Background: an optimization exercise with open tools, aiming at small area, a short achievable clock period and few clock cycles. Do not read the settings as production practice.
In this exercise RTL edits were held to simulation tests only and were not proved equivalent to the original.
No activity file was given, so power comes from the tool's default toggle rates.

Design CHIP, start of the top module:
module CHIP (	clk,
				rst_n,
				mem_read_D,
				mem_write_D,
				mem_addr_D,
				mem_wdata_D,
				mem_rdata_D,
				mem_ready_D,
				mem_read_I,
				mem_write_I,
				mem_addr_I,
				mem_wdata_I,
				mem_rdata_I,
				mem_ready_I,
				DCACHE_addr,
				DCACHE_wdata,
				DCACHE_wen
			);
==> flow/config.mk <==
export PLATFORM = sky130hd
export DESIGN_NAME = CHIP
export DESIGN_NICKNAME = CHIP
export VERILOG_FILES = /design/flow/design.v
export SDC_FILE = /design/flow/constraint.sdc
export NUM_CORES = 8
export LEC_CHECK = 0
export CAP_MARGIN = 30
export CORE_MARGIN = 2
export CORE_UTILIZATION = 60
export CTS_CLUSTER_DIAMETER = 100
export CTS_CLUSTER_SIZE = 25
export SLEW_MARGIN = 30
==> flow/constraint.sdc <==
create_clock -name core_clock -period 11.0 [get_ports {clk}]
set_input_delay 2.2000 -clock core_clock [delete_from_list [all_inputs] [get_ports {clk}]]
set_output_delay 2.2000 -clock core_clock [all_outputs]
set_load 0.01 [all_outputs]
standard.sh (not shown) runs the stock make flow with config.mk's settings and CLKGATE_MAP_FILE= SYNTH_SCRIPT=/design/flow/synth_recipe.tcl, a recipe that flattens the netlist after the stock synthesis.
==> flow/flow/run.sh <==
#!/bin/bash
set -uo pipefail
bash standard.sh SETUP_SLACK_MARGIN=7 finish > standard_make.log 2>&1
Testbench counts at the start, summed over its fixed seeds: cycles 153,981.
Rerun with:
--- a/flow/design.v
+++ b/flow/design.v
@@ -36,42 +36,25 @@
 	function [31:0] bswap;
 		input [31:0] w;
 		bswap = {w[7:0], w[15:8], w[23:16], w[31:24]};
 	endfunction
 	function [27:0] pdec;
 		input [31:0] w;
-		input [29:0] a;
 		reg [2:0] t;
-		reg [31:0] x;
-		reg [11:0] sb;
-		reg [19:0] sj;
 		begin
-			x = w;
 			case (w[6:0])
 				7'b0110011: t = 3'd0;
+				7'b0010011: t = 3'd1;
 				7'b0000011: t = 3'd2;
 				7'b0100011: t = 3'd3;
 				7'b1100011: t = 3'd4;
 				7'b1101111: t = 3'd5;
 				7'b1100111: t = 3'd6;
-				default:    t = 3'd1;
+				default:    t = 3'd7;
 			endcase
-			sb = {1'b0, a[10:0]} + {1'b0, w[31], w[7], w[30:25], w[11:9]};
-			sj = {1'b0, a[18:0]} + {1'b0, w[31], w[19:12], w[20], w[30:22]};
-			if (t == 3'd4) begin
-				{x[31], x[7], x[30:25], x[11:9]} = sb[10:0];
-				x[8] = w[31];
-				x[14:13] = (sb[11] == w[31]) ? 2'b00 : sb[11] ? 2'b01 : 2'b11;
-			end else if (t == 3'd5) begin
-				{x[31], x[19:12], x[20], x[30:22]} = sj[18:0];
-				if (sj[19] != w[31]) begin
-					t = 3'd7;
-					x[21] = sj[19];
-				end
-			end
-			pdec = {x[31:7], t};
+			pdec = {w[31:7], t};
 		end
 	endfunction
 	function [27:0] wsel;
 		input [111:0] l;
 		input [1:0] w;
 		case (w)
@@ -142,16 +125,14 @@
 		end
 	endgenerate
 	wire ihit = |ihv;
 	wire ihsb = sb_v & (sb_line == f_line);
 	wire i_rdy = i_busy & mem_ready_I;
 	wire ihby = i_rdy & (i_addr == f_line);
-	wire [111:0] i_pd = {pdec(bswap(mem_rdata_I[127:96]), {i_addr, 2'd3}),
-	                     pdec(bswap(mem_rdata_I[95:64]),  {i_addr, 2'd2}),
-	                     pdec(bswap(mem_rdata_I[63:32]),  {i_addr, 2'd1}),
-	                     pdec(bswap(mem_rdata_I[31:0]),   {i_addr, 2'd0})};
+	wire [111:0] i_pd = {pdec(bswap(mem_rdata_I[127:96])), pdec(bswap(mem_rdata_I[95:64])),
+	                     pdec(bswap(mem_rdata_I[63:32])),  pdec(bswap(mem_rdata_I[31:0]))};
 	wire        f_ok = ihit | ihsb | ihby;
 	wire [27:0] f_inst = ihit ? iword[IN] : ihsb ? wsel(sb_d, f_wd) : wsel(i_pd, f_wd);
 	wire i_sbuse = ihsb & ~ihit & ~i_fill;
 	wire i_free = (~i_req & ~i_busy) | i_rdy;
 	wire i_pend = (i_req | i_busy) & (i_addr == f_line);
 	wire id_redir_raw;
@@ -198,37 +179,38 @@
 	wire [2:0]  id_t = id_c[2:0];
 	wire isR  = (id_t == 3'd0);
 	wire isI  = (id_t == 3'd1);
 	wire isL  = (id_t == 3'd2);
 	wire isS  = (id_t == 3'd3);
 	wire isB  = (id_t == 3'd4);
-	wire isJ  = (id_t == 3'd5) | (id_t == 3'd7);
+	wire isJ  = (id_t == 3'd5);
 	wire isJR = (id_t == 3'd6);
 	wire [4:0] rd  = I[11:7];
 	wire [4:0] rs1 = I[19:15];
 	wire [4:0] rs2 = I[24:20];
 	wire [2:0] f3  = I[14:12];
 	wire b30 = I[30];
 	wire [31:0] immI = {{20{I[31]}}, I[31:20]};
 	wire [31:0] immS = {{20{I[31]}}, I[31:25], I[11:7]};
+	wire [29:0] immB = {{19{I[31]}}, I[31], I[7], I[30:25], I[11:9]};       
+	wire [29:0] immJ = {{11{I[31]}}, I[31], I[19:12], I[20], I[30:22]};     
 	wire use1 = isR | isI | isL | isS | isB | isJR;
 	wire use2 = isR | isS | isB;
 	wire id_wr = (isR | isI | isL | isJ | isJR) & (rd != 5'd0);
 	reg  [1:0] bht [0:15];
-	wire pred_t = isB & (I[8] ? (id_bc != 2'd0) : id_bc[1]);
-	wire [18:0] tb_hi = id_pc[29:11];
-	wire [18:0] tb_hn = (I[14:13] == 2'b01) ? tb_hi + 19'd1 : (I[14:13] == 2'b11) ? tb_hi - 19'd1 : tb_hi;
-	wire [10:0] tj_hi = id_pc[29:19];
-	wire [10:0] tj_hn = (id_t != 3'd7) ? tj_hi : I[21] ? tj_hi + 11'd1 : tj_hi - 11'd1;
-	wire [29:0] id_tgt = isJ ? {tj_hn, I[31], I[19:12], I[20], I[30:22]}
-	                         : {tb_hn, I[31], I[7], I[30:25], I[11:9]};
+	wire pred_t = isB & (I[31] ? (id_bc != 2'd0) : id_bc[1]);
+	wire [29:0] id_imm = isJ ? immJ : immB;
+	wire [29:0] id_tgt = id_pc + id_imm;
 	wire [29:0] id_pc1 = id_pc + 30'd1;
 	assign id_stall = id_v & ex_v & ex_ld & ex_wr &
 	                  ((use1 & (ex_rd == rs1)) | (use2 & (ex_rd == rs2)));
 	wire want_redir = isJ | pred_t;
-	wire bp_ok = (pc == id_tgt);
+	wire [11:0] sa_r = pc[11:0] ^ id_pc[11:0] ^ id_imm[11:0];
+	wire [11:0] sa_k = (id_pc[11:0] & id_imm[11:0]) | ((id_pc[11:0] | id_imm[11:0]) & sa_r);
+	wire lo_ok = ~sa_r[0] & (sa_r[11:1] == sa_k[10:0]);
+	wire bp_ok = lo_ok & (sa_k[11] ? (&id_imm[29:12]) : ~(|id_imm[29:12]));
 	assign id_redir_raw = id_v & (want_redir ? ~(id_bp & bp_ok) : id_bp);
 	wire [29:0] id_npc = want_redir ? id_tgt : id_pc1;
 	wire redirect_id = id_redir_raw & ~id_stall & ~mem_stall & ~redirect_ex;
 	wire btb_we = id_v & (want_redir | id_bp);
 	wire wb_we = wb_v & wb_wr;
 	wire [31:0] rf1 = (rs1 == 5'd0) ? 32'd0 : (wb_we & (wb_rd == rs1)) ? wb_data : rf[rs1];
Fmax is higher by a few percent; synthesized cell count decreases by a few percent; wire length falls by a few percent; core utilization fell by 0.32 points; final cell count went down by a few percent; sequential share of layout area rises by 1.7 points; non-clock buffer count drops by 143; die area falls by a few percent; combinational power came out lower by well over a third; worst hold slack degrades by 66 ps; cell area drops by a few percent; via count decreases by a few percent.
Testbench counts after the change, summed over its fixed seeds: cycles 153,981.

separate check: timing with driven ports:
How much do the figures lean on ideal ports? The routed layouts below were timed once more, with nothing changed but the port constraints. Step 1 (the two cells are an assumption about what drives the block):
set clk [get_ports {clk}]
set_driving_cell -lib_cell sky130_fd_sc_hd__clkbuf_16 $clk
set_driving_cell -lib_cell sky130_fd_sc_hd__buf_2 [delete_from_list [all_inputs] $clk]
Step 2 times the ports against the registers' clock, not the clock port: input delays grow and output delays shrink by t, the midpoint of the rising clock arrivals with the driver on. a / b / c = ideal / step 1 / step 2; a / b = the first two.
run | t, ns | slack for setup (ns) | hold WS [ns] | pins driven straight from the clock port
the first run | 1.128 | 6.533 / 6.533 / 5.546 | 0.468 / 0.468 / 0.468 | 1
the second run | 1.100 | 6.661 / 6.661 / 5.837 | 0.401 / 0.401 / 0.401 | 1
After both steps setup and hold are still met in every run listed. For the first run, which loses most, drivers alone change the setup slack by 0.000 ns; drivers and shift together by -0.987 ns.
